Source: an optimization exercise on an open RTL-to-GDS flow (aim: small area). Production flows keep margins and buffers that such runs may drop.
In this exercise RTL edits were held to simulation tests only and were not proved equivalent to the original.
No activity file was given, so power comes from the tool's default toggle rates.

==> design.v <==
module flex_counter
#(
    parameter  NUM_CNT_BITS = 4
)
(
    input logic clk, n_rst, clear, count_enable,
    input logic [NUM_CNT_BITS-1 : 0] rollover_val,
    output logic [NUM_CNT_BITS-1 : 0] count_out,
    output logic rollover_flag
);
    logic next_rollover_flag;
    logic [NUM_CNT_BITS-1 : 0] next_count_out;
    always_ff @ (posedge clk, negedge n_rst) begin
        if(n_rst == 0) begin
            count_out <= 0;
            rollover_flag <= 0;
        end
        else begin
            count_out <= next_count_out;
            rollover_flag <= next_rollover_flag;
        end
    end
    always_comb begin
        if(clear) begin
            next_count_out = 0;
        end
        else begin
            if(count_enable) begin
                if(count_out == rollover_val) begin
                    next_count_out = 1;
                end
                else begin
                    next_count_out = count_out + 1;
                end
            end
            else begin
                next_count_out = count_out;
            end
        end
    end
    always_comb begin
        if(clear) begin
            next_rollover_flag = 0;
        end
        else begin
            if(rollover_val == next_count_out) begin
                next_rollover_flag = 1;
            end
            else begin
                next_rollover_flag = 0;
            end
        end
    end
endmodule
module sync_high
(
    input logic clk, n_rst, async_in,
    output logic sync_out
);
    logic temp;
    always_ff @( posedge clk, negedge n_rst ) begin : Synchronizer
        if(n_rst == 1'b0) begin
            sync_out <= 1'b1;
            temp <= 1'b1;
        end
        else begin
            temp <= async_in;
            sync_out <= temp;
        end
    end
endmodule
module sync_low
(
    input logic clk, n_rst, async_in,
    output logic sync_out
);
    logic temp;
    always_ff @( posedge clk, negedge n_rst ) begin : Synchronizer
        if(n_rst == 1'b0) begin
            sync_out <= 1'b0;
            temp <= 1'b0;
        end
        else begin
            temp <= async_in;
            sync_out <= temp;
        end
    end
endmodule
module eop_detector
(
    input logic clk, n_rst, dp_sync, dm_sync,
    output logic eop
);
    assign eop = (!dm_sync && !dp_sync);
endmodule
module edge_detector
(
    input logic clk, n_rst, dp_sync,
    output logic d_edge
);
    logic dp_temp;
    assign d_edge = (!dp_sync & dp_temp);
    always_ff @( posedge clk, negedge n_rst ) begin : Synchronizer
        if(n_rst == 1'b0) begin
            dp_temp <= 1'b1;
        end
        else begin
            dp_temp <= dp_sync;
        end
    end
endmodule
module decoder
(
    input logic clk, n_rst, dp_sync, eop, shift_enable,
    output logic d_orig
);
    logic temp_mid, temp_end, next_temp_end;
    assign d_orig = !(temp_mid ^ temp_end);
    always_ff @( posedge clk, negedge n_rst ) begin : Synchronizer
        if(n_rst == 1'b0) begin
            temp_mid <= 1'b1;
            temp_end <= 1'b1;
        end
        else begin
            temp_mid <= dp_sync;
            temp_end <= next_temp_end;
        end
    end
    always_comb begin
        if(shift_enable) begin
            if(eop) begin
                next_temp_end = 1'b1;
            end
            else begin
                next_temp_end = temp_mid;
            end
        end
        else begin
            next_temp_end = temp_end;
        end
    end
endmodule
module timer
(   
    input logic clk, n_rst, d_edge, rcving,
    output logic shift_enable, byte_received
);
    logic nxt_shift_enable;
    logic [3:0] count, nxt_count;
    always_ff @( posedge clk, negedge n_rst ) begin
        if(!n_rst) begin
            count <= 4'd5;
            shift_enable <= 1'b0;
        end
        else begin
            count <= nxt_count;
            shift_enable <= nxt_shift_enable;
        end
    end
    always_comb begin
        nxt_count = count;
        if(d_edge) begin
            nxt_count = 4'd5;
        end
        else if(rcving) begin
            if(count == 4'd8)begin
                nxt_count = 4'd1;
            end
            else begin
                nxt_count = count + 4'd1;
            end
        end
    end
    always_comb begin
        nxt_shift_enable = 1'b0;
        if(d_edge) begin
            nxt_shift_enable = 1'b0;
        end
        else if(nxt_count == 4'd8) begin
            nxt_shift_enable = 1'b1;
        end
        else begin
            nxt_shift_enable = 1'b0;
        end
    end
    flex_counter #( .NUM_CNT_BITS(4)) bit_counter (.clk(clk), .n_rst(n_rst), .clear(byte_received || !rcving), .count_enable(shift_enable), .rollover_val(4'd8), 
                                .rollover_flag(byte_received), .count_out());
endmodule
module shift_register
(
    input logic clk, n_rst, d_orig, shift_enable,
    output logic [7:0] data
);
    always_ff @(posedge clk) begin
        if (shift_enable) data <= {d_orig, data[7:1]};
    end
endmodule
module rcu (
    input logic clk, n_rst, d_edge, eop, shift_enable, byte_received, buff_full,
    input logic [5:0] buffer_occupancy,
    input logic [7:0] data, 
    output logic rcving, w_enable, r_error, flush, data_en, buff_clear, data_ready,
    output logic [2:0] pid
);
    localparam SYNC_BYTE = 8'b10000000;
    typedef enum logic [4:0] { IDLE, EIDLE, SYNC, PID_CHK, DATA_RCV, DATA_LOAD, LOAD_WAIT, BUFF_CLEAR, INC_PCKT, ERR, EOP_WAIT, EEOP_WAIT, ADDR_CHK, ENDP1, ENDP2, ENDP_CHK, CRC_RCV, DATA_READY, PRE_EOP_WAIT } states;
    states state, nxt_state;
    logic nxt_w_enable, nxt_r_error, nxt_flush, nxt_data_en, nxt_buff_clear, nxt_data_ready;
    logic [2:0] nxt_pid;
    always_ff @( posedge clk, negedge n_rst ) begin
        if(!n_rst) begin
            state <= IDLE;
            w_enable <= 0;
            r_error <= 0;
            flush <= 0;
            data_en <= 0;
            buff_clear <= 0;
            data_ready <= 0;
            pid <= 3'b0;
        end
        else begin
            state <= nxt_state;
            w_enable <= nxt_w_enable;
            r_error <= nxt_r_error;
            flush <= nxt_flush;
            data_en <= nxt_data_en;
            buff_clear <= nxt_buff_clear;
            data_ready <= nxt_data_ready;
            pid <= nxt_pid;
        end
    end
    always_comb begin
        nxt_state = state;
        case(state) 
            IDLE: if(d_edge) nxt_state = SYNC;
            EIDLE: if(d_edge) nxt_state = SYNC;
            SYNC: begin
                if((eop && shift_enable)) nxt_state = EOP_WAIT;
                else if((data == SYNC_BYTE) && byte_received) nxt_state = PID_CHK;
                else if((data != SYNC_BYTE) && byte_received) nxt_state = ERR;
            end
            PID_CHK: begin
                if(byte_received) begin
                    if((data[3:0] == 4'b0011) || (data[3:0] == 4'b1011)) nxt_state = DATA_RCV;
                    else if((data[3:0] == 4'b0001) || (data[3:0] == 4'b1001)) nxt_state = ADDR_CHK;
                    else if((data[3:0] == 4'b0010) || (data[3:0] == 4'b1010) || (data[3:0] == 4'b1110)) nxt_state = PRE_EOP_WAIT;
                    else nxt_state = ERR;
                end
            end
            DATA_RCV:begin
                if(eop && byte_received) nxt_state = DATA_LOAD;
                else if(eop && shift_enable) nxt_state = INC_PCKT;
                else if(buff_full) nxt_state = DATA_LOAD;
            end
            DATA_LOAD: begin
                if(eop && shift_enable) nxt_state = EOP_WAIT;
                else nxt_state = LOAD_WAIT;
            end
            LOAD_WAIT: if(shift_enable) nxt_state = BUFF_CLEAR;
            BUFF_CLEAR: begin
                if(eop) nxt_state = EOP_WAIT;
                else if(shift_enable) nxt_state = DATA_RCV;
            end
            INC_PCKT: if(eop && shift_enable) nxt_state = EIDLE;
            ERR: if(eop && shift_enable) nxt_state = EEOP_WAIT;
            PRE_EOP_WAIT: begin
                if(!eop && shift_enable) nxt_state = ERR;
                else if(eop && shift_enable) nxt_state = EOP_WAIT;
            end
            EOP_WAIT: begin
                if(!eop && shift_enable) nxt_state = ERR;
                else if(eop && shift_enable) nxt_state = DATA_READY;
            end
            EEOP_WAIT: begin
                if(!eop && shift_enable) nxt_state = ERR;
                else if(eop && shift_enable) nxt_state = EIDLE;
            end
            ADDR_CHK: begin
                if(byte_received && (data == 8'b0)) nxt_state = ENDP1;
                else if(byte_received && !(data == 8'b0)) nxt_state = ERR;
            end
            ENDP1: if(shift_enable) nxt_state = ENDP2;
            ENDP2: if(shift_enable) nxt_state = ENDP_CHK;
            ENDP_CHK: begin
                if(shift_enable) begin
                    if((data[7:5] == 3'b0)) nxt_state = CRC_RCV;
                    else nxt_state = ERR;
                end 
            end
            CRC_RCV: if(eop && shift_enable) nxt_state = EOP_WAIT;
            DATA_READY: nxt_state = IDLE;
        endcase
    end
    always_comb begin
        nxt_data_en = 1'b0;
        nxt_buff_clear = 1'b0;
        nxt_data_ready = 1'b0;
        nxt_pid = pid;
        rcving = 1'b1;
        nxt_w_enable = w_enable;
        nxt_r_error = r_error;
        nxt_flush = flush;
        case(state)
            IDLE: begin
                rcving = 1'b0;
                nxt_w_enable = 1'b0;
                nxt_r_error = 1'b0;
                nxt_flush = 1'b0;
                nxt_pid = 3'b0;
            end
            EIDLE: begin
                rcving = 1'b0;
                nxt_w_enable = 1'b0;
                nxt_r_error = 1'b1;
                nxt_flush = 1'b0;
                nxt_pid = 3'b0;
            end
            SYNC: begin
                rcving = 1'b1;
                nxt_w_enable = 1'b0;
                nxt_r_error = 1'b0;
                nxt_flush = 1'b1;
                nxt_pid = 3'b0;
            end
            PID_CHK: begin
                rcving = 1'b1;
                nxt_w_enable = 1'b0;
                nxt_r_error = 1'b0;
                nxt_flush = 1'b0;
                if(byte_received) begin
                    case(data[3:0])
                        4'b0001: nxt_pid = 3'b001;
                        4'b1001: nxt_pid = 3'b010;
                        4'b0011: nxt_pid = 3'b011;
                        4'b1011: nxt_pid = 3'b100;
                        4'b0010: nxt_pid = 3'b101;
                        4'b1010: nxt_pid = 3'b110;
                        4'b1110: nxt_pid = 3'b111;
                        default: nxt_pid = 3'b000;
                    endcase
                end
            end
            DATA_RCV: begin
                rcving = 1'b1;
                nxt_w_enable = 1'b0;
                nxt_r_error = 1'b0;
                nxt_flush = 1'b0;
                nxt_pid = pid;
                nxt_data_en = 1'b1;
            end
            DATA_LOAD: begin
                rcving = 1'b1;
                nxt_w_enable = 1'b1;
                nxt_r_error = 1'b0;
                nxt_flush = 1'b0;
                nxt_pid = pid;
                nxt_data_en = 1'b1;
            end
            LOAD_WAIT: nxt_w_enable = 1'b0;
            BUFF_CLEAR: nxt_buff_clear = 1'b1;
            ERR: begin
                rcving = 1'b1;
                nxt_w_enable = 1'b0;
                nxt_r_error = 1'b1;
                nxt_flush = 1'b0;
                nxt_pid = pid;
            end
            INC_PCKT: begin
                rcving = 1'b1;
                nxt_w_enable = 1'b1;
                nxt_r_error = 1'b1;
                nxt_flush = 1'b0;
                nxt_pid = pid;
            end
            EOP_WAIT: begin
                rcving = 1'b1;
                nxt_w_enable = 1'b0;
                nxt_r_error = 1'b0;
                nxt_flush = 1'b0;
                nxt_pid = pid;
            end
            EEOP_WAIT: begin
                rcving = 1'b1;
                nxt_w_enable = 1'b0;
                nxt_r_error = 1'b1;
                nxt_flush = 1'b0;
                nxt_pid = pid;
            end
            CRC_RCV: begin
                rcving = 1'b1;
                nxt_w_enable = 1'b0;
                nxt_r_error = 1'b0;
                nxt_flush = 1'b0;
                nxt_pid = pid;
            end
            DATA_READY: nxt_data_ready = 1'b1;
        endcase
    end
endmodule
module rx_data_buffer
(
    input logic clk, n_rst, byte_received, data_en, buff_clear,
    input logic [7:0] data,
    output logic buff_full,
    output logic [31:0] rcv_data
);
    logic [2:0] count, nxt_count;
    logic [31:0] nxt_rcv_data;
    always_ff @( posedge clk, negedge n_rst ) begin : Synchronizer
        if(n_rst == 1'b0) begin
            rcv_data <= 32'b0;
            count <= 3'b0;
        end
        else begin
            rcv_data <= nxt_rcv_data;
            count <= nxt_count;
        end
    end
    always_comb begin
        nxt_rcv_data = rcv_data;
        if(byte_received && data_en) begin
            nxt_rcv_data = {data, rcv_data[31:8]};
        end
        else if(buff_clear) begin
            nxt_rcv_data = 32'b0;
        end
    end
    always_comb begin
        buff_full = 1'b0;
        if(count == 3'd4) begin
            buff_full = 1'b1;
        end
    end
    always_comb begin
        nxt_count = count;
        if(byte_received && data_en) begin
            nxt_count = count + 1;
        end
        else if(count == 3'd4) begin
            nxt_count = 2'b0;
        end
    end
endmodule
module usb_receiver(
    input logic clk, n_rst, dp_i, dm_i, 
    input logic [5:0] buffer_occupancy,
    output logic w_enable, rcving, r_error, flush, data_ready,
    output logic [2:0] pid,
    output logic [31:0] rcv_data
);
    logic dp_sync, dm_sync, eop, d_orig, d_edge, shift_enable, byte_received, buff_full, data_en, buff_clear;
    logic [7:0] data;
    sync_high high_synchonizer ( .clk(clk), .n_rst(n_rst), .async_in(dp_i), .sync_out(dp_sync) );
    sync_low low_synchonizer ( .clk(clk), .n_rst(n_rst), .async_in(dm_i), .sync_out(dm_sync) );
    eop_detector eop_detc ( .clk(clk), .n_rst(n_rst), .dp_sync(dp_sync), .dm_sync(dm_sync), .eop(eop) );
    edge_detector edge_detc ( .clk(clk), .n_rst(n_rst), .dp_sync(dp_sync), .d_edge(d_edge) );
    decoder decode ( .clk(clk), .n_rst(n_rst), .dp_sync(dp_sync), .eop(eop), .shift_enable(shift_enable), .d_orig(d_orig) );
    timer time_block ( .clk(clk), .n_rst(n_rst), .d_edge(d_edge), .rcving(rcving), .shift_enable(shift_enable), .byte_received(byte_received) );
    shift_register shift_reg ( .clk(clk), .n_rst(n_rst), .d_orig(d_orig), .shift_enable(shift_enable), .data(data) );
    rcu controller ( .clk(clk), .n_rst(n_rst), .d_edge(d_edge), .eop(eop), .shift_enable(shift_enable), .byte_received(byte_received), .buff_full(buff_full), .data(data), .data_ready(data_ready),
                     .buffer_occupancy(buffer_occupancy), .rcving(rcving), .w_enable(w_enable), .buff_clear(buff_clear), .r_error(r_error), .flush(flush), .data_en(data_en), .pid(pid) );
    rx_data_buffer data_buffer ( .clk(clk), .n_rst(n_rst), .byte_received(byte_received), .data_en(data_en), .buff_clear(buff_clear), .data(data), .buff_full(buff_full), .rcv_data(rcv_data) );
endmodule
module usb_tx (
    input logic [5:0] buffer_occupancy,
    input logic clk, n_rst,
    input logic [7:0] tx_packet_data,
    input logic [2:0] tx_packet,
    output logic tx_transfer_active, tx_error, dplus_out, dminus_out, get_tx_packet_data
);
    logic busy, eop1;             
    logic dtype;                  
    logic [1:0] stg;              
    logic [5:0] ph;               
    logic [6:0] hcnt;             
    logic [1:0] held;             
    logic [1:0] pidc;             
    logic [1:0] enc;              
    wire cmd_ok = (tx_packet != 3'd0) && (tx_packet <= 3'd4);
    wire idle = !busy && !eop1;
    wire start = idle && cmd_ok;
    wire check = busy && (ph == 6'd1) && (stg[1] && (stg[0] || !dtype));
    wire send_eop = (check && (buffer_occupancy == 6'd0)) || eop1;
    assign tx_error = 1'b0;
    assign tx_transfer_active = busy || eop1;
    assign get_tx_packet_data = busy && (ph == 6'd63) && (stg != 2'd0);
    logic [7:0] cur_byte;
    always_comb begin
        case (stg)
            2'd0: cur_byte = 8'h80;
            2'd1: case (pidc)
                      2'd0: cur_byte = 8'b0000_0011;
                      2'd1: cur_byte = 8'b0000_0010;
                      2'd2: cur_byte = 8'b0000_1010;
                      default: cur_byte = 8'b0000_1110;
                  endcase
            default: cur_byte = tx_packet_data;
        endcase
    end
    wire sbit = cur_byte[ph[5:3]];
    wire tick = busy && (ph[2:0] == 3'd2);
    always_ff @(posedge clk) begin
        if (start) begin
            dtype <= (tx_packet == 3'd1);
            ph <= 6'd0;
            stg <= 2'd0;
        end else begin
            ph <= ph + 6'd1;
            if (ph == 6'd63 && stg != 2'd3) stg <= stg + 2'd1;
        end
        if (busy && ph == 6'd0 && stg == 2'd1) pidc <= held;
        if (cmd_ok && hcnt == 7'd0) held <= tx_packet[1:0] - 2'd1;
    end
    always_ff @(posedge clk, negedge n_rst) begin
        if (!n_rst) begin
            busy <= 1'b0;
            eop1 <= 1'b0;
            hcnt <= 7'd0;
            enc <= 2'd0;
        end else begin
            eop1 <= check && (buffer_occupancy == 6'd0);
            if (start) busy <= 1'b1;
            else if (check && (buffer_occupancy == 6'd0)) busy <= 1'b0;
            if (hcnt == 7'd0) begin
                if (cmd_ok) hcnt <= 7'd1;
            end else if (hcnt == 7'd70) hcnt <= 7'd0;
            else hcnt <= hcnt + 7'd1;
            case (enc)
                2'd0: if (tick) enc <= sbit ? 2'd2 : 2'd1;
                2'd1: if (send_eop) enc <= 2'd3; else if (!sbit && tick) enc <= 2'd2;
                2'd2: if (send_eop) enc <= 2'd3; else if (!sbit && tick) enc <= 2'd1;
                default: if (!send_eop) enc <= 2'd0;
            endcase
        end
    end
    assign dplus_out = (enc == 2'd0) || (enc == 2'd2);
    assign dminus_out = (enc == 2'd1);
endmodule
module data_buffer_tx #(parameter BW = 8) (
    input logic store_tx_data, clear, get_tx_packet_data, clk, n_rst,
    input logic [4*BW-1:0] tx_data,
    input logic [1:0] hsize,
    output logic [BW-1:0] tx_packet_data,
    output logic [5:0] buffer_occupancy
);
    logic [6:0] wp;
    logic [5:0] rp;
    logic lapped;
    logic [3:0] wf;
    logic [BW-1:0] data_out;
    logic [BW-1:0] mem [64];
    wire [5:0] wa = wp[5:0];
    wire full  = (rp == 6'd63);
    wire empty = (wp == 7'd0);
    wire wr_data = store_tx_data && (hsize != 2'd0);
    wire adv = wr_data && !full;
    wire rget = get_tx_packet_data && !full && !empty;
    wire [2:0] k = (hsize == 2'd3) ? 3'd4 : (hsize == 2'd2) ? 3'd2 : 3'd1;
    wire [6:0] wa_sum = {1'b0, wa} + {4'd0, k};
    wire lapped_n = lapped || wa_sum[6];
    logic [BW-1:0] lane [4];
    always_comb begin
        for (int m = 0; m < 4; m++) lane[m] = tx_data[BW * ((m - wa[1:0]) & 3) +: BW];
    end
    logic [63:0] woh, wen;
    always_comb begin
        woh = 64'd1 << wa;
        for (int j = 0; j < 64; j++)
            wen[j] = wr_data && (woh[j] || (hsize[1] && woh[(j + 63) % 64])
                                 || (hsize == 2'd3 && (woh[(j + 62) % 64] || woh[(j + 61) % 64])));
    end
    always_ff @(posedge clk) begin
        for (int j = 0; j < 64; j++) begin
            if (wen[j]) mem[j] <= lane[j & 3];
        end
    end
    wire [5:0] ro = rp - wa;
    wire rvalid = (ro < 6'd4) ? wf[ro[1:0]] : (lapped || (rp < wa));
    logic [63:0] rsel;
    logic [BW-1:0] rbyte;
    always_comb begin
        rsel = rvalid ? (64'd1 << rp) : 64'd0;
        rbyte = '0;
        for (int i = 0; i < 64; i++) rbyte = rbyte | ({BW{rsel[i]}} & mem[i]);
    end
    always_ff @(posedge clk) begin
        if (!clear) data_out <= rbyte;
        if (get_tx_packet_data) tx_packet_data <= data_out;
    end
    always_ff @(posedge clk, negedge n_rst) begin
        if (!n_rst) begin
            wp <= '0;
            rp <= '0;
            lapped <= 1'b0;
            wf <= '0;
        end else begin
            if (clear) begin
                wp <= '0;
                rp <= '0;
                lapped <= 1'b0;
                wf <= '0;
            end else begin
                if (rget) rp <= rp + 6'd1;
                if (adv) begin
                    wp <= wp + {4'd0, k};
                    lapped <= lapped_n;
                    for (int o = 0; o < 4; o++) begin
                        if (o + k < 4) wf[o] <= wf[o + k];
                        else wf[o] <= lapped_n || ({1'b0, wa_sum[5:0]} + 7'(o) >= 7'd64);
                    end
                end else begin
                    for (int o = 0; o < 4; o++) if (o < k) wf[o] <= wr_data;
                end
            end
        end
    end
    logic [2:0] ev;
    always_comb begin
        if (clear) ev = 3'd6;
        else ev = (adv ? k : 3'd0) - {2'd0, rget};
    end
    localparam int DLY = 65;
    logic [2:0] dline [DLY];
    always_ff @(posedge clk) begin
        dline[0] <= ev;
        for (int i = 1; i < DLY; i++) dline[i] <= dline[i - 1];
    end
    logic [6:0] cnt;
    wire [2:0] old_ev = dline[DLY - 1];
    always_ff @(posedge clk, negedge n_rst) begin
        if (!n_rst) begin
            cnt <= '0;
            buffer_occupancy <= '0;
        end else begin
            if (cnt != 7'(DLY)) cnt <= cnt + 7'd1;
            else if (old_ev == 3'd6) buffer_occupancy <= '0;
            else buffer_occupancy <= buffer_occupancy + ((old_ev == 3'd7) ? 6'h3f : {3'd0, old_ev});
        end
    end
endmodule
module data_buffer_rx #(parameter DW = 32) (
    input logic get_rx_data, store_rx_packet_data, flush, clk, n_rst,
    input logic [DW-1:0] rx_packet_data,
    output logic [DW-1:0] rx_data,
    output logic [5:0] buffer_occupancy_rx
);
    logic [6:0] wp;
    logic [5:0] rp;
    logic lapped, wvalid;
    logic [5:0] rp_q;             
    logic rv_q;                   
    logic [5:0] wa_q;             
    logic we_q;                   
    logic [DW-1:0] mem [64];
    wire full  = (rp == 6'd63);
    wire empty = (wp == 7'd0);
    wire [5:0] wa = wp[5:0];
    wire advance = store_rx_packet_data && !full;
    wire rvalid = (rp == wa) ? wvalid : (lapped || (rp < wa));
    always_ff @(posedge clk) begin
        if (we_q) mem[wa_q] <= rx_packet_data;
        wa_q <= wa;
    end
    logic [63:0] rsel;
    logic [DW-1:0] data_out;
    always_comb begin
        rsel = rv_q ? (64'd1 << rp_q) : 64'd0;
        data_out = '0;
        for (int i = 0; i < 64; i++) data_out = data_out | ({DW{rsel[i]}} & mem[i]);
    end
    always_ff @(posedge clk, negedge n_rst) begin
        if (!n_rst) begin
            wp <= '0;
            rp <= '0;
            lapped <= 1'b0;
            wvalid <= 1'b0;
            rp_q <= '0;
            rv_q <= 1'b0;
            we_q <= 1'b0;
            rx_data <= '0;
        end else begin
            rx_data <= get_rx_data ? data_out : rx_packet_data;
            we_q <= store_rx_packet_data && !flush;
            if (flush) begin
                wp <= '0;
                rp <= '0;
                lapped <= 1'b0;
                wvalid <= 1'b0;
            end else begin
                rp_q <= rp;
                rv_q <= rvalid;
                if (advance) begin
                    wp <= wp + 7'd1;
                    lapped <= lapped || (wa == 6'd63);
                    wvalid <= lapped || (wa == 6'd63);
                end else begin
                    wvalid <= store_rx_packet_data;
                end
                if (get_rx_data && !full && !empty) rp <= rp + 6'd1;
            end
        end
    end
    assign buffer_occupancy_rx = wa - rp;
endmodule
module ahb_lite_slave
(
    input logic clk,
    input logic n_rst,
    input logic hsel, hwrite,
    input logic [1:0] hsize, htrans,
    input logic [3:0] haddr,
    input logic [31:0] hwdata,
    input logic [2:0] rx_packet,
    input logic rx_data_ready, rx_transfer_active, rx_error,
    input logic tx_transfer_active, tx_error,
    input logic [5:0] buffer_occupancy,
    input logic [31:0] rx_data,
    output logic [31:0] hrdata,
    output logic hresp,
    output logic [1:0] hsize_out,
    output logic [2:0] tx_packet,
    output logic get_rx_data, store_tx_data, clear,
    output logic [31:0] tx_data,
    output logic d_mode
);
    logic reg_hsel, reg_hwrite;
    logic [1:0] reg_hsize;
    logic [3:0] reg_haddr;
    assign d_mode = 1'b0;
    wire wr = reg_hsel && reg_hwrite && (reg_hsize != 2'd0);
    wire wr_data = wr && (reg_haddr[3:2] == 2'b00);
    wire wr_ctrl = wr && (reg_haddr == 4'd12);
    wire wr_flush = wr && (reg_haddr == 4'd13);
    wire hw_hi_zero = (hwdata[31:3] == 29'd0);
    wire cmd_ok = hw_hi_zero && (hwdata[2:0] != 3'd0) && (hwdata[2:0] <= 3'd4);
    logic [3:0] lanes;
    always_comb begin
        case (reg_hsize)
            2'd3: lanes = 4'b1111;
            2'd2: lanes = reg_haddr[1] ? 4'b1100 : 4'b0011;
            2'd1: lanes = 4'b0001 << reg_haddr[1:0];
            default: lanes = 4'b0000;
        endcase
    end
    wire [31:0] wdata = (reg_hsize == 2'd3) ? hwdata :
                        (reg_hsize == 2'd2) ? {2{hwdata[15:0]}} : {4{hwdata[7:0]}};
    wire rd = hsel && !hwrite;
    wire raw = (reg_haddr == haddr) && reg_hwrite;
    wire [31:0] src = raw ? hwdata : rx_data;
    logic [3:0] pid_status;
    always_comb begin
        pid_status = 4'd0;
        case (rx_packet)
            3'b010: pid_status[0] = 1'b1;
            3'b001: pid_status[1] = 1'b1;
            3'b101: pid_status[2] = 1'b1;
            3'b110: pid_status[3] = 1'b1;
            default: ;
        endcase
    end
    logic [31:0] next_hrdata;
    always_comb begin
        next_hrdata = '0;
        if (rd && hsize != 2'd0) begin
            if (haddr[3:2] == 2'b00) begin
                case (hsize)
                    2'd3: next_hrdata = src;
                    2'd2: next_hrdata[15:0] = haddr[0] ? src[31:16] : src[15:0];
                    default: next_hrdata[7:0] = src[8 * haddr[1:0] +: 8];
                endcase
            end else if (haddr == 4'd12 || haddr == 4'd13) begin
                if (raw) next_hrdata = hwdata;
                else if (haddr[0]) next_hrdata[0] = clear;
                else next_hrdata[2:0] = tx_packet;
            end else if (!raw) begin
                case (haddr)
                    4'd4: next_hrdata[9:0] = (hsize == 2'd1) ? {5'b00000, pid_status, rx_data_ready}
                                                            : {tx_transfer_active, rx_transfer_active, 3'b000, pid_status, rx_data_ready};
                    4'd5: next_hrdata[9:0] = (hsize == 2'd1) ? {9'd0, tx_transfer_active}
                                                            : {tx_transfer_active, rx_transfer_active, 3'b000, pid_status, rx_data_ready};
                    4'd6: next_hrdata[7:0] = {tx_error, 6'b0, rx_error};
                    4'd7: next_hrdata[7:0] = (hsize == 2'd1) ? 8'd0 : {tx_error, 6'b0, rx_error};
                    4'd8: next_hrdata[5:0] = buffer_occupancy;
                    default: ;
                endcase
            end
        end
    end
    always_comb begin
        hresp = 1'b0;
        if (haddr == 4'd9 || haddr == 4'd10 || haddr == 4'd11 || haddr == 4'd14 || haddr == 4'd15) hresp = 1'b1;
        if (hwrite && haddr >= 4'd4 && haddr <= 4'd8) hresp = 1'b1;
    end
    always_ff @(posedge clk) begin
        reg_hsize <= hsize;
        reg_haddr <= haddr;
        hsize_out <= reg_hsize;
    end
    always_ff @(posedge clk, negedge n_rst) begin
        if (!n_rst) begin
            reg_hsel <= 1'b0;
            reg_hwrite <= 1'b0;
            hrdata <= '0;
            tx_packet <= '0;
            get_rx_data <= 1'b0;
            store_tx_data <= 1'b0;
            clear <= 1'b0;
            tx_data <= '0;
        end else begin
            reg_hsel <= hsel;
            reg_hwrite <= hwrite;
            hrdata <= next_hrdata;
            tx_packet <= (wr_ctrl && cmd_ok) ? hwdata[2:0] : 3'd0;
            store_tx_data <= wr_ctrl && hw_hi_zero && (hwdata[2:0] == 3'd1);
            get_rx_data <= rd && (haddr[3:2] == 2'b00);
            if (wr_flush) clear <= hwdata[0];
            for (int i = 0; i < 4; i++)
                if (wr_data && lanes[i]) tx_data[8 * i +: 8] <= wdata[8 * i +: 8];
        end
    end
endmodule
module top
(
	input logic clk, 
    input logic n_rst,
    input logic hsel, hwrite, 
    input logic [1:0] hsize, htrans,
    input logic [3:0] haddr, 
    input logic [31:0] hwdata,
    input logic dplus_i, dminus_i,
    output logic [31:0] hrdata,
    output logic hresp, d_mode,
    output logic dplus_o, dminus_o
);
logic [2:0] rx_packet;
logic rx_data_ready, rx_transfer_active, rx_error;
logic store_rx_packet, flush_rx2ahb;
logic [31:0] rx_packet_data;  
logic tx_error, tx_transfer_active;
logic get_tx_packet_data;
logic [2:0] tx_packet;
logic get_rx_data, store_tx_data;
logic [31:0] tx_data;
logic clear_ahb2buffer;
logic [31:0] rx_data;
logic [7:0] tx_packet_data;
logic [5:0] buffer_occupancy_rx;
logic [5:0] buffer_occupancy_tx;
logic [1:0] hsize_out;
ahb_lite_slave BUS( 
                .clk(clk), 
                .n_rst(n_rst), 
                .hsel(hsel), 
                .haddr(haddr), 
                .hsize(hsize), 
                .htrans(htrans), 
                .hwrite(hwrite), 
                .hwdata(hwdata), 
                .hrdata(hrdata), 
                .hresp(hresp),
                .rx_packet(rx_packet),
                .rx_data_ready(rx_data_ready),
                .rx_transfer_active(rx_transfer_active),
                .rx_error(rx_error),
                .tx_packet(tx_packet),
                .tx_transfer_active(tx_transfer_active),
                .tx_error(tx_error),
                .buffer_occupancy(buffer_occupancy_tx),
                .rx_data(rx_data),
                .get_rx_data(get_rx_data),
                .store_tx_data(store_tx_data),
                .tx_data(tx_data),
                .clear(clear_ahb2buffer),
                .hsize_out(hsize_out),
                .d_mode(d_mode)
                );
usb_receiver RX(    
                .clk(clk), 
                .n_rst(n_rst), 
                .dp_i(dplus_i), 
                .dm_i(dminus_i),
                .buffer_occupancy(buffer_occupancy_rx),
                .pid(rx_packet),
                .data_ready(rx_data_ready),
                .rcving(rx_transfer_active),
                .r_error(rx_error),                  
                .flush(flush_rx2ahb),
                .w_enable(store_rx_packet),
                .rcv_data(rx_packet_data)
                );
usb_tx TX(  
            .clk(clk), 
            .n_rst(n_rst),
            .dplus_out(dplus_o),
            .dminus_out(dminus_o),
            .tx_transfer_active(tx_transfer_active),
            .tx_error(tx_error),
            .tx_packet(tx_packet),
            .tx_packet_data(tx_packet_data),
            .get_tx_packet_data(get_tx_packet_data),
            .buffer_occupancy(buffer_occupancy_tx)
        );
data_buffer_tx TXDBUFF(       
                    .clk(clk), 
                    .n_rst(n_rst),
                    .store_tx_data(store_tx_data), 
                    .clear(clear_ahb2buffer), 
                    .get_tx_packet_data(get_tx_packet_data), 
                    .tx_packet_data(tx_packet_data),
                    .tx_data(tx_data),
                    .hsize(hsize_out),
                    .buffer_occupancy(buffer_occupancy_tx)
                    );
data_buffer_rx RXDBUFF(       
                    .clk(clk), 
                    .n_rst(n_rst),
                    .rx_data(rx_data),
                    .get_rx_data(get_rx_data), 
                    .store_rx_packet_data(store_rx_packet), 
                    .flush(flush_rx2ahb), 
                    .rx_packet_data(rx_packet_data),
                    .buffer_occupancy_rx(buffer_occupancy_rx)
                    );
endmodule
==> flow/run.sh <==
#!/bin/bash
# Layout flow: the standard synthesis; its combinational logic re-mapped for
# area with ABC (registers untouched); then the standard layout, with clock tree
# synthesis run without dummy loads and with larger sink clusters.
set -euo pipefail
W=$PWD
R=$W/orfs/results/$FLOW_PLATFORM/top/base
PLAT=$FLOW_HOME/platforms/$FLOW_PLATFORM
YOSYS=$(command -v yosys || echo $FLOW_HOME/../tools/install/yosys/bin/yosys)

# 1. standard synthesis only
bash standard.sh $R/1_2_yosys.v > synth.log 2>&1
cp $R/1_2_yosys.v $W/std_netlist.v

# 2. area re-map of the combinational logic
export LIBFILE=$PLAT/lib/sky130_fd_sc_hd__tt_025C_1v80.lib
export DONT_USE=$(sed -n '/DONT_USE_CELLS +=/,/^$/p' $PLAT/config.mk | grep -o 'sky130_fd_sc_hd__[a-z0-9_]*' | tr '\n' ' ')
export NETLIST=$W/std_netlist.v OUT=$W/remap_netlist.v TOP=$FLOW_TOP ABCSCRIPT=$W/flow/area.abc
$YOSYS -c $W/flow/remap.tcl > remap.log 2>&1
cp $W/remap_netlist.v $R/1_2_yosys.v
touch $R/1_2_yosys.v

# 3. the rest of the standard layout
export CTS_ARGS="-sink_clustering_enable -repair_clock_nets -dont_use_dummy_load -sink_clustering_size 25 -sink_clustering_max_diameter 80"
bash standard.sh > layout.log 2>&1
==> flow/area.abc <==
&get -n
&st
&dch -f
&nf -p -R 1000 -F 8 -A 4
&st
&dch -f
&nf -p -R 1000 -F 8 -A 4
&put
topo
==> flow/remap.tcl <==
# Re-map the combinational logic of the standard synthesis netlist with an
# area-oriented ABC script. Register instances (names and cell types) are kept.
set lib $::env(LIBFILE)
yosys read_liberty -ignore_miss_func $lib
yosys blackbox sky130_fd_sc_hd__df* sky130_fd_sc_hd__edf* sky130_fd_sc_hd__sdf* sky130_fd_sc_hd__sedf* sky130_fd_sc_hd__dl*
yosys read_verilog $::env(NETLIST)
yosys hierarchy -top $::env(TOP)
yosys flatten
yosys opt_clean -purge
yosys techmap
yosys opt -fast
set du {}
foreach c $::env(DONT_USE) { lappend du -dont_use $c }
yosys abc -script $::env(ABCSCRIPT) -liberty $lib {*}$du
yosys read_liberty -lib -overwrite $lib
yosys splitnets
yosys opt_clean -purge
yosys hilomap -singleton -hicell sky130_fd_sc_hd__conb_1 HI -locell sky130_fd_sc_hd__conb_1 LO
yosys tee -o $::env(OUT).stat stat -liberty $lib
yosys check -assert -mapped
yosys write_verilog -noattr -nohex -nodec $::env(OUT)
==> standard.sh <==
#!/bin/bash
# synth_recipe.tcl (not shown) runs the flow's synth.tcl, then flattens the netlist and writes it again
# the make line also repeats each setting of config.mk as NAME=value (left out here)
make -C /OpenROAD-flow-scripts/flow DESIGN_CONFIG=/design/flow/config.mk WORK_HOME=/design/flow/orfs CLKGATE_MAP_FILE= SYNTH_SCRIPT=/design/flow/synth_recipe.tcl "${@:-finish}"
==> config.mk <==
export PLATFORM = sky130hd
export DESIGN_NAME = top
export DESIGN_NICKNAME = top
export VERILOG_FILES = /design/flow/design.v
export SDC_FILE = /design/flow/constraint.sdc
export NUM_CORES = 8
export LEC_CHECK = 0
export CAP_MARGIN = 20
export CORE_MARGIN = 2
export CORE_UTILIZATION = 60
export PLACE_DENSITY = 0.7
export SLEW_MARGIN = 20
==> constraint.sdc <==
create_clock -name core_clock -period 10.0 [get_ports {clk}]
set_input_delay 2.0000 -clock core_clock [delete_from_list [all_inputs] [get_ports {clk}]]
set_output_delay 2.0000 -clock core_clock [all_outputs]
set_load 0.01 [all_outputs]
==> results of run 1 <==
==> how the worst min path moves through the flow <==
stage / start / end / slack (ns) / depth (start not counted)
finish: TXDBUFF.dline[15][1] / TXDBUFF.dline[16][1] / 0.30 / 0
global route: TXDBUFF.dline[15][1] / TXDBUFF.dline[16][1] / 0.31 / 0
CTS: TXDBUFF.dline[15][1] / TXDBUFF.dline[16][1] / 0.30 / 0
detailed placement: TXDBUFF.dline[12][1] / TXDBUFF.dline[13][1] / 0.31 / 0
global placement: TXDBUFF.dline[16][1] / TXDBUFF.dline[17][1] / 0.31 / 0
floorplan: TXDBUFF.dline[9][0] / TXDBUFF.dline[10][0] / 0.31 / 0
==> power by group through the flow <==
stage	Clock, mW	Sequential [mW]	Combinational (mW)
CTS	6.33	14.1	1.34
global placement	0	14.4	1.31
detailed placement	0	14.4	1.34
finish	6.39	14.1	1.39
global route	6.75	14.2	1.42
floorplan	0	14.3	0.606
==> routing by layer <==
| metal | track usage (%) | vias to the layer above |
|---|---|---|
| li1 | - | 28030 |
| met2 | 63.28 | 7149 |
| met4 | 29.20 | 28 |
| met5 | 0 | - |
| met3 | 15.03 | 1597 |
| met1 | 55.20 | 36190 |
==> state kept, by name, summed over array words and instances, names as in the netlist, 5 cells and up <==
name,cells
RXDBUFF.mem,2048
TXDBUFF.mem,512
TXDBUFF.dline,195
BUS.hrdata,32
BUS.tx_data,32
RX.data_buffer.rcv_data,32
RXDBUFF.rx_data,32
RX.shift_reg.data,8
TXDBUFF.data_out,8
TXDBUFF.tx_packet_data,8
RXDBUFF.wp,7
TX.hcnt,7
TXDBUFF.cnt,7
TXDBUFF.wp,7
RXDBUFF.rp,6
RXDBUFF.rp_q,6
RXDBUFF.wa_q,6
TX.ph,6
TXDBUFF.buffer_occupancy,6
TXDBUFF.rp,6
RX.controller.state,5
==> worst max-delay path, cell delays in order, from the launching register on <==
cell      delay, ns
dfrtp_4        0.69
buf_4          0.66
nand2b_1       0.45
or2_0          0.44
nor2b_1        0.82
and2_1         0.26
buf_4          0.56
a222oi_1       0.24
nand2_1        0.11
a21oi_1        0.06
nand3_1        0.44
nor4_2         0.10
buf_4          0.21
a21oi_1        0.88
==> final cells by class <==
class                           count  area, um2  share of cell area (%)
Antenna cell                        8      20.02                 0.01656
Clock buffer                      147       3679                   3.043
Inverter                           54      202.7                  0.1677
Multi-Input combinational cell   3445      22940                   18.98
Sequential cell                  3040      88000                   72.81
Tap cell                         2385       2984                   2.469
Timing Repair Buffer              377       3038                   2.513
==> stage by stage <==
stage | cell area, um2 | utilization (%) | std cells | hold WS (ns)
6_report | 120900 | 66.16 | 9456 | 0.2991
5_1_grt | 120900 | 66.15 | 9449 | 0.3129
4_1_cts | 120800 | 66.10 | 9445 | 0.3042
3_5_place_dp | 117100 | 64.09 | 9298 | 0.3121
3_3_place_gp | 117000 | 64.07 | 9295 | 0.3108
2_1_floorplan | 110100 | - | 6539 | 0.3096
==> results by group, run 1 <==
Timing
  – Setup Skew: 0.07900 ns
  – Max-slew headroom: 17.21%
  – Max Clk Rate: 161.0 MHz
  – Tcrit/Tclk final: 62.12%
  – Final Hold Viols: 0
  – Fin crit period: 6.212 ns
  – RSZ-0062 raised after global routing: false
  – Fin Setup TNS: 0 ns
  – Final setup viols: 0
  – Worst-Margin Slew: 1.237 ns
  – Final Slew Violations: 0
  – Smallest setup slack after layout: ~3.8 ns

CTS
  – Deepest clock path buffer count: 3
  – CTS H-Tree Depth: 4
  – CTS root buf: clkbuf_16
  – CTS resizes: 0
  – Clock Latency Late Sink: roughly 0.86 ns
  – CTS tree: built
  – Cts hold-fix bufs: 0
  – Clock sink total: slightly above 3,000
  – Clock transition at the registers of the reported paths: about 0.09 ns
  – Num CTS Buffers: 147
  – Post-CTS Setup Repair Bufs: 0

Cells and area
  – Fill count: 12,530
  – Post-layout nets: 7,111
  – Layout cells sized above 1: under 10%
  – Most common cell after layout, fill and taps aside: edfxtp_1
  – Layout area overhead: 9.753%
  – Most frequent cells in the layout: 2,589 x edfxtp_1, 463 x nand2_1, 417 x a22oi_1, 331 x a21oi_1, 319 x nor2_1

Power
  – Leakage: 36.28 nW
  – Cell internal pwr: 16.88 mW
  – Net Switching: 5.042 mW
  – Comb power frac: 6.4%
  – Sw frac: 23.00%
  – Seq pwr share: 64.5%
  – Clock Power Share: 29.2%
  – Power, Total: 21.92 mW
  – VDD IR-drop max: approximately 0.21 mV
  – Power Dens Cells: 181.4 nW/um2

GRT
  – First-pass GRT wire length: between 500,000 and 600,000 um
  – GRT overflow: 0
  – Largest net degree at the start of global routing: 102
  – Initial antenna violation count: 33
  – Vias in the first global route: 67,700
  – Gr usage total: 43.37%

Drt
  – DR vias/cell: 7.719
  – Drt pass-1 iters: 9
  – Detailed-route wire length per cell: 43.02 um
  – Via count: 72,990
  – Routed met1 length: ~130,000 um
  – # DRC: 0
  – Met2 WL: 175,100 um
  – Remaining antenna violation count after routing: 0
  – First-iteration detailed-routing DRC count: 14,700
  – Met3 Wirelength: 67,450 um
  – Highest Signal Layer: met5
  – Routed WL: 406,800 um

Floorplan
  – FP Rows: between 150 and 200
  – Die Area: 187,000 um2
  – Io pins: 82
  – Die span in y: 432.4 um
  – Core Region: ~180,000 um2
  – Initial Util: 60.28%
  – Die X: 432.4 um

Critical path
  – R2R Setup Slk: 3.79 ns
  – Critical path class: reg -> reg
  – Launch point of the critical path: RXDBUFF.rp_q[0]
  – R2R cell count: 13
  – Reg-to-Reg End: RXDBUFF.rx_data[2]
  – Crit start category: flip-flop
  – Reg-to-Reg Start: RXDBUFF.rp_q[0]
  – Crit. End Element: flip-flop
  – Critical Path End: RXDBUFF.rx_data[2]
  – CP arrival: 6.87 ns
  – Critical Path Fanout Max: 39
  – WP data required: about 11 ns

Synthesis
  – Syn Nets: about 6,600
  – Cell area after synthesis: 110,100 um2
  – YS warnings: 16
  – Syn avg cell area: around 17 um2
  – Syn Inst Count: 6,539

Placed design
  – DP Worst Slack: 4.027 ns
  – Routability congestion estimate: 1.008
  – Port Buffer Count: 78
  – DP HPWL: 233,900 um

Status
  – Status: complete, no violations

Run
  – Max Cap Viol: 0

Hold path
  – Hold WC Path Type: reg -> reg
==> run 2, diff against run 1 <==
==> flow/run.sh (replaced) <==
#!/bin/bash
# Layout flow: the standard synthesis; then its combinational logic is
# re-mapped for area (registers untouched): the read of the RX buffer into the
# RX data register is built from one-hot AND-OR cells (rxread.py), the rest is
# re-mapped with an area-oriented ABC script (remap.tcl), and the result is
# checked against the standard netlist (eqnet.tcl, with the same registers).
# Then the standard layout, with clock tree synthesis run without dummy loads
# and with larger sink clusters, and the smallest buffer on the ports.
set -euo pipefail
W=$PWD
R=$W/orfs/results/$FLOW_PLATFORM/top/base
PLAT=$FLOW_HOME/platforms/$FLOW_PLATFORM
YOSYS=$(command -v yosys || echo $FLOW_HOME/../tools/install/yosys/bin/yosys)

# 1. standard synthesis only
bash standard.sh $R/1_2_yosys.v > synth.log 2>&1
cp $R/1_2_yosys.v $W/std_netlist.v

# 2. re-map
export LIBFILE=$PLAT/lib/sky130_fd_sc_hd__tt_025C_1v80.lib
export DONT_USE=$(sed -n '/DONT_USE_CELLS +=/,/^$/p' $PLAT/config.mk | grep -o 'sky130_fd_sc_hd__[a-z0-9_]*' | tr '\n' ' ')
export TOP=$FLOW_TOP ABCSCRIPT=$W/flow/area.abc
final=$W/std_netlist.v
if python3 $W/flow/rxread.py $W/std_netlist.v $W/surg_netlist.v $W/rxread_hm.v $W/rxread_stub.v > rxread.log 2>&1 \
   && STUB=$W/rxread_stub.v NETLIST=$W/surg_netlist.v OUT=$W/surg_remap.v $YOSYS -c $W/flow/remap.tcl > remap_surg.log 2>&1 \
   && NETLIST=$W/surg_remap.v MODULE=$W/rxread_hm.v OUT=$W/remap_netlist.v $YOSYS -c $W/flow/merge.tcl > merge.log 2>&1 \
   && A=$W/std_netlist.v B=$W/remap_netlist.v $YOSYS -c $W/flow/eqnet.tcl > eqnet.log 2>&1; then
  final=$W/remap_netlist.v
elif NETLIST=$W/std_netlist.v OUT=$W/remap_plain.v $YOSYS -c $W/flow/remap.tcl > remap_plain.log 2>&1 \
   && A=$W/std_netlist.v B=$W/remap_plain.v $YOSYS -c $W/flow/eqnet.tcl > eqnet_plain.log 2>&1; then
  final=$W/remap_plain.v
fi
echo "netlist: $final"
cp $final $R/1_2_yosys.v
touch $R/1_2_yosys.v

# 3. the rest of the standard layout
export BUFFER_PORTS_ARGS="-buffer_cell sky130_fd_sc_hd__buf_1"
export CTS_ARGS="-sink_clustering_enable -repair_clock_nets -dont_use_dummy_load -sink_clustering_size 25 -sink_clustering_max_diameter 80"
bash standard.sh > layout.log 2>&1
==> flow/area.abc (replaced) <==
&get -n
&st
&dch -f
&nf -p -R 1000 -F 8 -A 4 -E 100 -C 32
&st
&dch -f
&nf -p -R 1000 -F 8 -A 4 -E 100 -C 32
&put
topo
==> flow/eqnet.tcl (new file) <==
# combinational equivalence of two netlists with the same registers
set lib $::env(LIBFILE)
yosys read_liberty -ignore_miss_func $lib
yosys read_verilog $::env(A)
yosys rename $::env(TOP) gold
yosys read_verilog $::env(B)
yosys rename $::env(TOP) gate
yosys hierarchy -check
yosys flatten
yosys opt_clean
yosys async2sync
yosys equiv_make gold gate equiv
yosys equiv_simple -seq 1
yosys equiv_status -assert
==> flow/merge.tcl (new file) <==
# Put the hand-mapped module into the re-mapped netlist and flatten it.
yosys read_liberty -lib $::env(LIBFILE)
yosys read_verilog $::env(NETLIST) $::env(MODULE)
yosys hierarchy -top $::env(TOP)
yosys flatten
yosys opt_clean -purge
yosys tee -o $::env(OUT).stat stat -liberty $::env(LIBFILE)
yosys check -assert -mapped
yosys write_verilog -noattr -nohex -nodec $::env(OUT)
--- a/flow/remap.tcl
+++ b/flow/remap.tcl
@@ -3,6 +3,7 @@
 set lib $::env(LIBFILE)
 yosys read_liberty -ignore_miss_func $lib
 yosys blackbox sky130_fd_sc_hd__df* sky130_fd_sc_hd__edf* sky130_fd_sc_hd__sdf* sky130_fd_sc_hd__sedf* sky130_fd_sc_hd__dl*
+if {[info exists ::env(STUB)]} { yosys read_verilog $::env(STUB) }
 yosys read_verilog $::env(NETLIST)
 yosys hierarchy -top $::env(TOP)
 yosys flatten
==> flow/rxread.py (new file) <==
#!/usr/bin/env python3
"""Replace the logic that feeds the RX data register (rx_data) with a hand-mapped
one-hot AND-OR read of the RX buffer storage.

Usage: rxread.py IN.v OUT.v MODULE.v STUB.v

rx_data[b] <= get_rx_data ? (OR_i sel_i & mem[i][b]) : rcv_data[b]
sel_i = rv_q & (rp_q == i)

The flops are found by instance name. The old logic is left unconnected, so the
next synthesis step removes it.
"""
import re, sys

src, out, modf, stubf = sys.argv[1:5]
text = open(src).read()

inst_re = re.compile(r'^\s*(sky130_fd_sc_hd__\w+)\s+(\\\S+|\w+)\s*\((.*?)\);', re.S | re.M)
pin_re = re.compile(r'\.(\w+)\((.*?)\)\s*(?:,|$)', re.S)

def pins(body):
    return {p: n.strip() for p, n in pin_re.findall(body)}

q = {}      # flop instance base name -> Q net
dpos = {}   # rx_data bit -> (start, end) of the D connection text
for m in inst_re.finditer(text):
    cell, name, body = m.group(1), m.group(2), m.group(3)
    if not name.startswith('\\'):
        continue
    base = name[1:].split('$')[0]
    p = pins(body)
    if 'Q' in p:
        q[base] = p['Q']
    mm = re.match(r'RXDBUFF\.rx_data\[(\d+)\]$', base)
    if mm:
        dm = re.search(r'\.D\((.*?)\)', body)
        s = m.start(3) + dm.start(1)
        dpos[int(mm.group(1))] = (s, m.start(3) + dm.end(1))

W = len(dpos)
assert W == 32, W
def Q(name):
    n = q[name]
    return n + ' ' if n.startswith('\\') else n
mem = [[Q(f'RXDBUFF.mem[{i}][{b}]') for b in range(W)] for i in range(64)]
rpq = [Q(f'RXDBUFF.rp_q[{k}]') for k in range(6)]
rvq = Q('RXDBUFF.rv_q')
get = Q('BUS.get_rx_data')
rcv = [Q(f'RX.data_buffer.rcv_data[{b}]') for b in range(W)]

# rewire the D inputs (from the end, so positions stay valid)
for b in sorted(dpos, key=lambda b: dpos[b][0], reverse=True):
    s, e = dpos[b]
    text = text[:s] + f'rxread_d[{b}]' + text[e:]
# instance of the hand-mapped read
ports = ['d', 'mem', 'rpq', 'rvq', 'get', 'rcv']
conn = (f'  wire [{W-1}:0] rxread_d;\n'
        f'  rxread_hm u_rxread (.d(rxread_d), '
        f'.mem({{{", ".join(mem[i][b] for i in reversed(range(64)) for b in reversed(range(W)))}}}), '
        f'.rpq({{{", ".join(reversed(rpq))}}}), .rvq({rvq}), .get({get}), '
        f'.rcv({{{", ".join(reversed(rcv))}}}));\n')
i = text.rindex('endmodule')
text = text[:i] + conn + text[i:]
open(out, 'w').write(text)

hdr = (f'module rxread_hm(d, mem, rpq, rvq, get, rcv);\n'
       f'  output [{W-1}:0] d;\n  input [{64*W-1}:0] mem;\n  input [5:0] rpq;\n'
       f'  input rvq;\n  input get;\n  input [{W-1}:0] rcv;\n')
open(stubf, 'w').write('(* blackbox *)\n' + hdr + 'endmodule\n')

L = [hdr]
n = [0]
def cell(t, **p):
    n[0] += 1
    L.append(f'  sky130_fd_sc_hd__{t} c{n[0]} ({", ".join(f".{k}({v})" for k, v in p.items())});\n')
def wire(w):
    L.append(f'  wire {w};\n')
    return w
# select decode: sel_i = rv & lo[i%8] & hi[i/8]
nr = [wire(f'nr{k}') for k in range(6)]
for k in range(6):
    cell('inv_1', A=f'rpq[{k}]', Y=nr[k])
def bitv(k, v):
    return f'rpq[{k}]' if v else nr[k]
nlo = [wire(f'nlo{j}') for j in range(8)]
nhi = [wire(f'nhi{j}') for j in range(8)]
for j in range(8):
    cell('nand3_1', A=bitv(0, j & 1), B=bitv(1, j >> 1 & 1), C=bitv(2, j >> 2 & 1), Y=nlo[j])
    cell('nand4_1', A='rvq', B=bitv(3, j & 1), C=bitv(4, j >> 1 & 1), D=bitv(5, j >> 2 & 1), Y=nhi[j])
sel = [wire(f'sel{i}') for i in range(64)]
for i in range(64):
    cell('nor2_1', A=nlo[i % 8], B=nhi[i // 8], Y=sel[i])
def m(i, b):
    return f'mem[{i * W + b}]'
for b in range(W):
    g = []
    for k in range(21):
        w = wire(f'g{b}_{k}')
        i = 3 * k
        cell('a222oi_1', A1=sel[i], A2=m(i, b), B1=sel[i + 1], B2=m(i + 1, b), C1=sel[i + 2], C2=m(i + 2, b), Y=w)
        g.append(w)
    w = wire(f'g{b}_21')
    cell('nand2_1', A=sel[63], B=m(63, b), Y=w)
    g.append(w)
    p = []
    for k in range(5):
        w = wire(f'p{b}_{k}')
        cell('nand4_1', A=g[4 * k], B=g[4 * k + 1], C=g[4 * k + 2], D=g[4 * k + 3], Y=w)
        p.append(w)
    w = wire(f'p{b}_5')
    cell('nand2_1', A=g[20], B=g[21], Y=w)
    p.append(w)
    q0 = wire(f'q{b}_0'); q1 = wire(f'q{b}_1')
    cell('nor3_1', A=p[0], B=p[1], C=p[2], Y=q0)
    cell('nor3_1', A=p[3], B=p[4], C=p[5], Y=q1)
    o = wire(f'o{b}')
    cell('nand2_1', A=q0, B=q1, Y=o)
    cell('mux2_1', A0=f'rcv[{b}]', A1=o, S='get', X=f'd[{b}]')
L.append('endmodule\n')
open(modf, 'w').write(''.join(L))
==> run 2 against run 1 <==
Effect of this change:
- register-to-register slack improved by 1.1 ns
- critical path depth fell by 1
- power about the same
- highest routed layer unchanged
- clock skew fell by 0.017 ns
- count of clock-buffer cells in the layout is 1 higher
- largest cell class unchanged
- maximum frequency up 19%
- first-iteration DRC count is 12% lower
- global-route usage fell by 8.6 points
- wire length down 21%
- synthesized area shrank 2.3%
- synthesized cell count decreased by 10%
==> results by group, run 2 <==
Timing
  – Final setup viols: 0
  – Worst-Margin Slew: 1.381 ns
  – RSZ-0062 raised after global routing: false
  – Max Clk Rate: 191.7 MHz
  – Min Hold Slack: 0.3054 ns
  – Fin Setup TNS: 0 ns
  – Tcrit/Tclk final: 52.16%
  – Fin crit period: 5.216 ns
  – Final Slew Violations: 0
  – Max-slew headroom: 7.255%
  – Final Hold Viols: 0
  – Setup Skew: 0.06236 ns

Cells and area
  – Fin area: 117,800 um2
  – Most frequent cells in the layout: 2,589 x edfxtp_1, 734 x a222oi_1, 287 x nand2_1, 245 x nor2_1, 232 x buf_4
  – Post-layout nets: approximately 6,400
  – Number of flip-flops in the largest register: 2,048
  – Top reg by flops: RXDBUFF.mem
  – Layout area overhead: 9.481%
  – Layout cells sized above 1: 9.767%
  – Regs by FF count: RXDBUFF.mem: 2048 flops, TXDBUFF.mem: 512 flops, TXDBUFF.dline: 195 flops
  – Most common cell after layout, fill and taps aside: edfxtp_1

GRT
  – First-pass GRT wire length: 446,200 um
  – GRT overflow: 0
  – Vias in the first global route: 60,120
  – Largest net degree at the start of global routing: 78
  – Initial antenna violation count: 13
  – Gr usage total: 34.76%

Synthesis
  – Syn Inst Count: 5,883
  – Cell area after synthesis: 107,600 um2
  – YS warnings: 16
  – Syn Nets: 5,929
  – Syn avg cell area: 18.28 um2

Floorplan
  – Initial Util: about three fifths
  – Core Region: 178,200 um2
  – FP Rows: 155
  – Die span in y: 427.4 um
  – Die X: 427.4 um
  – Io pins: 82
  – Die Area: 182,700 um2

CTS
  – Deepest clock path buffer count: 3
  – CTS tree: built
  – Cts hold-fix bufs: 0
  – CTS root buf: clkbuf_16
  – Num CTS Buffers: between 100 and 150
  – Post-CTS Setup Repair Bufs: 0
  – Clock transition at the registers of the reported paths: 0.09 ns
  – CTS resizes: 0
  – Clock Latency Late Sink: a little under 0.9 ns
  – Clock sink total: 3,040
  – CTS H-Tree Depth: 4

Critical path
  – Crit-path max cell delay: 0.66 ns
  – Most numerous cell on the critical path: o21ai_0
  – Launch point of the critical path: haddr[1]
  – Critical path class: in -> reg
  – Slowest cell on crit path: clkinv_1
  – Crit path cell chain: buf_1 -> buf_4 -> clkinv_1 -> o21ai_0 -> or4_2 -> buf_4 -> clkinv_1 -> and3_1 -> a2111oi_0 -> a221oi_1 -> o21ai_0 -> o21ai_0
  – Crit start category: input port
  – Reg-to-Reg Start: TXDBUFF.rp[2]
  – Crit. End Element: flip-flop
  – WP data required: 10.63 ns
  – Critical Path Fanout Max: 52
  – CP arrival: between 5 and 6 ns

Run
  – Max Cap Viol: 0

Power
  – Leakage: 35.08 nW
  – VDD IR-drop max: 0.2189 mV
  – Power, Total: between 20 and 25 mW
  – Power Dens Cells: 186.2 nW/um2

Placed design
  – Routability congestion estimate: 1.038
  – Placed inst area: 113,800 um2
  – Port Buffer Count: between 70 and 80
  – DP HPWL: 190,700 um

Drt
  – Routed WL: 319,900 um
  – # DRC: 0
  – Detailed-route wire length per cell: 36.69 um
  – Drt pass-1 iters: 13
  – Remaining antenna violation count after routing: 0
  – DR vias/cell: 7.425
  – Via count: 64,750
  – First-iteration detailed-routing DRC count: approximately 13,000

Status
  – Status: complete, no violations

Hold path
  – HP Start: TXDBUFF.dline[14][2]
  – Hold WC Path Type: reg -> reg
run 2: power breakdown:
group	leakage (nW)	internal (mW)	switching (mW)	total [mW]
registers	25.6	14.0	0.240	14.2
logic	7.66	0.350	1.09	1.44
clock network	1.82	2.65	3.65	6.30
total	35.1	16.9	4.98	21.9
run 2: path summary, 6_finish.rpt:
kind / to / slack, ns / cells after the start
setup / recovery: BUS.hrdata[2] / 4.78 / 12
hold / removal: TXDBUFF.dline[15][2] / 0.31 / 0
setup reg to reg: TXDBUFF.data_out[5] / 4.84 / 11
hold reg to reg: TXDBUFF.dline[15][2] / 0.31 / 0
max in group asynchronous: RX.data_buffer.rcv_data[21] / 6.94 / 3
min in group asynchronous: TXDBUFF.wf[3] / 1.28 / 1
run 2: stage by stage:
step / setup slack, ns / cells / utilization [%]
floorplan: 4.918 / 5883 / -
global placement: 4.228 / 8548 / 63.72
detailed placement: 4.183 / 8557 / 63.86
CTS: 4.895 / 8705 / 65.94
global route: 4.621 / 8714 / 66.06
finish: 4.784 / 8720 / 66.07
run 2: critical path: cells and delay by family:
kind | cells | cell delay (ns)
buffers and inverters | 5 | 1.89
AOI/OAI and AO/OA | 5 | 1.29
and+or+nand+nor | 2 | 0.64
run 2: layout make-up:
class                      instances  area [um2]
multi-input combinational       2784       20430
timing repair buffer             327        2445
inverter                          59       221.5
sequential                      3040       87990
clock buffer                     148        3704
tap                             2355        2947
fill                           11830       60470
antenna                            7       17.52
run 2: per-layer routing:
| layer | part of all wire [%] | wire length [um] | GRT usage (%) | up-vias |
|---|---|---|---|---|
| li1 | - | - | - | 26320 |
| met1 | 36 | 114400 | 49.23 | 33040 |
| met2 | 45 | 144800 | 52.17 | 4697 |
| met3 | 13 | 42370 | 7.289 | 685 |
| met4 | 5.7 | 18300 | 16.73 | 4 |
| met5 | 0.0069 | 22 | 0 | - |
==> run 3, diff against run 2 <==
--- a/flow/rxread.py
+++ b/flow/rxread.py
@@ -90,6 +90,8 @@
 sel = [wire(f'sel{i}') for i in range(64)]
 for i in range(64):
     cell('nor2_1', A=nlo[i % 8], B=nhi[i // 8], Y=sel[i])
+ngt = wire('ngt')
+cell('inv_1', A='get', Y=ngt)
 def m(i, b):
     return f'mem[{i * W + b}]'
 for b in range(W):
@@ -113,8 +115,9 @@
     q0 = wire(f'q{b}_0'); q1 = wire(f'q{b}_1')
     cell('nor3_1', A=p[0], B=p[1], C=p[2], Y=q0)
     cell('nor3_1', A=p[3], B=p[4], C=p[5], Y=q1)
-    o = wire(f'o{b}')
-    cell('nand2_1', A=q0, B=q1, Y=o)
-    cell('mux2_1', A0=f'rcv[{b}]', A1=o, S='get', X=f'd[{b}]')
+    # d = get ? ~(q0 & q1) : rcv
+    nrc = wire(f'nrcv{b}')
+    cell('inv_1', A=f'rcv[{b}]', Y=nrc)
+    cell('a32oi_1', A1='get', A2=q0, A3=q1, B1=ngt, B2=nrc, Y=f'd[{b}]')
 L.append('endmodule\n')
 open(modf, 'w').write(''.join(L))
==> run 3 against run 2 <==
Effect of this change:
- critical path depth shrank 8
- die area barely moved
- combinational power hardly changed
- sequential share of layout area rose by 0.32 points
==> results by group, run 3 <==
Power
  – Leakage: 34.59 nW
  – Comb power frac: 6.4%
  – Power, Total: between 20 and 25 mW
  – Seq pwr share: 65.0%
  – Sw frac: 22.45%
  – Net Switching: 4.893 mW
  – VDD IR-drop max: 0.2030 mV
  – Clock Power Share: 28.6%
  – Cell internal pwr: 16.91 mW
  – Power Dens Cells: 185.9 nW/um2

Cells and area
  – Fin area: 117,300 um2
  – Most common cell after layout, fill and taps aside: edfxtp_1
  – Post-layout nets: 6,383
  – Number of flip-flops in the largest register: 2,048
  – Top reg by flops: RXDBUFF.mem
  – Most frequent cells in the layout: 2,589 x edfxtp_1, 734 x a222oi_1, 256 x nand2_1, 249 x nor2_1, 217 x dfxtp_1
  – Layout area overhead: 9.098%
  – Regs by FF count: RXDBUFF.mem: 2048 flops, TXDBUFF.mem: 512 flops, TXDBUFF.dline: 195 flops
  – Layout cells sized above 1: 9.361%
  – Utilization after layout: 65.79%

Critical path
  – Critical path class: in -> out
  – CP arrival: 3.28 ns
  – Crit. End Element: primary output
  – Crit-path max cell delay: between 0.4 and 0.5 ns
  – R2R cell count: 11
  – Critical Path Fanout Max: 11
  – Reg-to-Reg End: TXDBUFF.data_out[5]
  – Most numerous cell on the critical path: buf_1
  – R2R Setup Slk: ~5.4 ns
  – Worst path buffer plus inverter count: 2
  – Crit path max-delay family: simple AND/OR/NAND/NOR gates
  – Crit path cell chain: buf_1 -> nor2_1 -> nor3_1 -> buf_1
  – WP data required: 8.00 ns
  – Reg-to-Reg Start: TXDBUFF.rp[2]
  – Crit start category: input port
  – Slowest cell on crit path: nor3_1

Floorplan
  – Core Region: 178,200 um2
  – Die X: 427.2 um
  – FP Rows: 155
  – Io pins: 82
  – Initial Util: 60.31%
  – Die span in y: 427.2 um
  – Die Area: 182,500 um2

Timing
  – Max-slew headroom: 8.480%
  – Smallest setup slack after layout: around 4.7 ns
  – Final setup viols: 0
  – RSZ-0062 raised after global routing: false
  – Final Hold Viols: 0
  – Setup Skew: 0.08091 ns
  – Final Slew Violations: 0
  – Max Clk Rate: 189.2 MHz
  – Fin Setup TNS: 0 ns
  – Fin crit period: 5.284 ns
  – Tcrit/Tclk final: a little over half
  – Worst-Margin Slew: ~1.4 ns

Hold path
  – HP Start: TXDBUFF.dline[15][0]
  – Hold EP: TXDBUFF.dline[16][0]
  – Hold WC Path Type: reg -> reg
  – Hold Path Cell Cnt: 0

Placed design
  – Port Buffer Count: 78
  – Routability congestion estimate: 1.027
  – DP HPWL: 179,900 um
  – Placed inst area: 113,500 um2
  – DP Worst Slack: 4.324 ns

CTS
  – Clock transition at the registers of the reported paths: 0.09 ns
  – CTS root buf: clkbuf_16
  – Post-CTS Setup Repair Bufs: 0
  – Clock sink total: 3,040
  – Clock Latency Late Sink: roughly 0.85 ns
  – CTS tree: built
  – CTS resizes: 0
  – Cts hold-fix bufs: 0
  – Deepest clock path buffer count: 3
  – Num CTS Buffers: ~150
  – CTS H-Tree Depth: 4

Synthesis
  – Syn Inst Count: 5,884
  – Syn Nets: between 5,000 and 6,000
  – YS warnings: 16
  – Cell area after synthesis: 107,500 um2
  – Syn avg cell area: 18.27 um2

GRT
  – Grt met3 use: 6.645%
  – Vias in the first global route: 59,960
  – Met2 global-route usage: 52.25%
  – Gr busiest metal: met2
  – Gr usage total: about a third
  – Met1 Resource Use GR: between 40% and 50%
  – GRT overflow: 0
  – Initial antenna violation count: 18
  – Largest net degree at the start of global routing: 143
  – First-pass GRT wire length: around 430,000 um

Drt
  – First-iteration detailed-routing DRC count: 12,120
  – # DRC: 0
  – DR vias/cell: around 7.3
  – Drt pass-1 iters: 13
  – Routed WL: 307,100 um
  – Detailed-route wire length per cell: 35.32 um
  – Remaining antenna violation count after routing: 0
  – Via count: 63,560

Run
  – Max Cap Viol: 0

Status
  – Status: complete, no violations
[run 3: power by group through the flow]
stage / clock network (mW) / registers [mW] / logic (mW)
final: 6.23 / 14.2 / 1.41
after global routing: 6.65 / 14.2 / 1.44
after CTS: 6.26 / 14.2 / 1.36
after detailed placement: 0 / 14.4 / 1.36
after global placement: 0 / 14.4 / 1.32
after floorplan: 0 / 14.4 / 0.600
[run 3: worst max path at each step]
stage	endpoint	slack (ns)	start	cells past startpoint
6_report	hresp	4.72	haddr[3]	4
5_1_grt	hresp	4.65	haddr[3]	4
4_1_cts	hresp	4.76	haddr[2]	4
3_5_place_dp	BUS.hrdata[2]	4.32	haddr[1]	12
3_3_place_gp	BUS.hrdata[2]	4.36	haddr[1]	12
2_1_floorplan	BUS.hrdata[2]	4.92	haddr[1]	9
[run 3: layout make-up]
| class | count | area [um2] |
|---|---|---|
| clock buffer | 146 | 3654 |
| inverter | 92 | 345.3 |
| multi-input combinational | 2752 | 20170 |
| sequential | 3040 | 87990 |
| timing repair buffer | 305 | 2148 |
| fill | 12000 | 60960 |
| tap | 2355 | 2947 |
| antenna | 4 | 10.01 |
[run 3: metrics by stage]
stage	hold WS [ns]	instances
floorplan	0.3096	5884
global placement	0.3098	8533
detailed placement	0.3121	8539
CTS	0.3153	8685
global route	0.3306	8692
finish	0.3072	8694
[run 3: metal layers]
| metal | routed length [um] | vias to the layer above |
|---|---|---|
| met2 | 144200 | 4372 |
| met4 | 14930 | 8 |
| met5 | 57 | - |
| met3 | 37790 | 578 |
| li1 | - | 26290 |
| met1 | 110100 | 32320 |

## port drivers added, routing unchanged
No port has a modelled driver above. Below, the same layouts with a new extraction and two added sets of constraints.
Step 1, drivers: a clkbuf_16 drives clk and a buf_2 each remaining input, both assumed.
Step 2 adds t to the input delays and takes it off the output delays; t is the mean of the earliest and latest rising clock arrival at the registers after step 1. Input paths then give back, and output paths get back, about the clock's delay inside the block.
Slacks: ideal / step 1 / step 2; pairs: ideal / step 1.
| run | t, ns | slack for setup (ns) | clock arrival spread, ns | pins driven straight from the clock port |
|---|---|---|---|---|
| run 1 | 0.919 | 3.788 / 3.788 / 3.788 | 0.101 / 0.102 | 1 |
| run 2 | 0.913 | 4.784 / 4.799 / 3.934 | 0.090 / 0.090 | 1 |
| run 3 | 0.891 | 4.716 / 4.665 / 4.125 | 0.110 / 0.109 | 1 |
After both steps setup and hold are still met in every run listed. For run 2, which loses most, drivers alone change the setup slack by +0.015 ns; drivers and shift together by -0.850 ns.
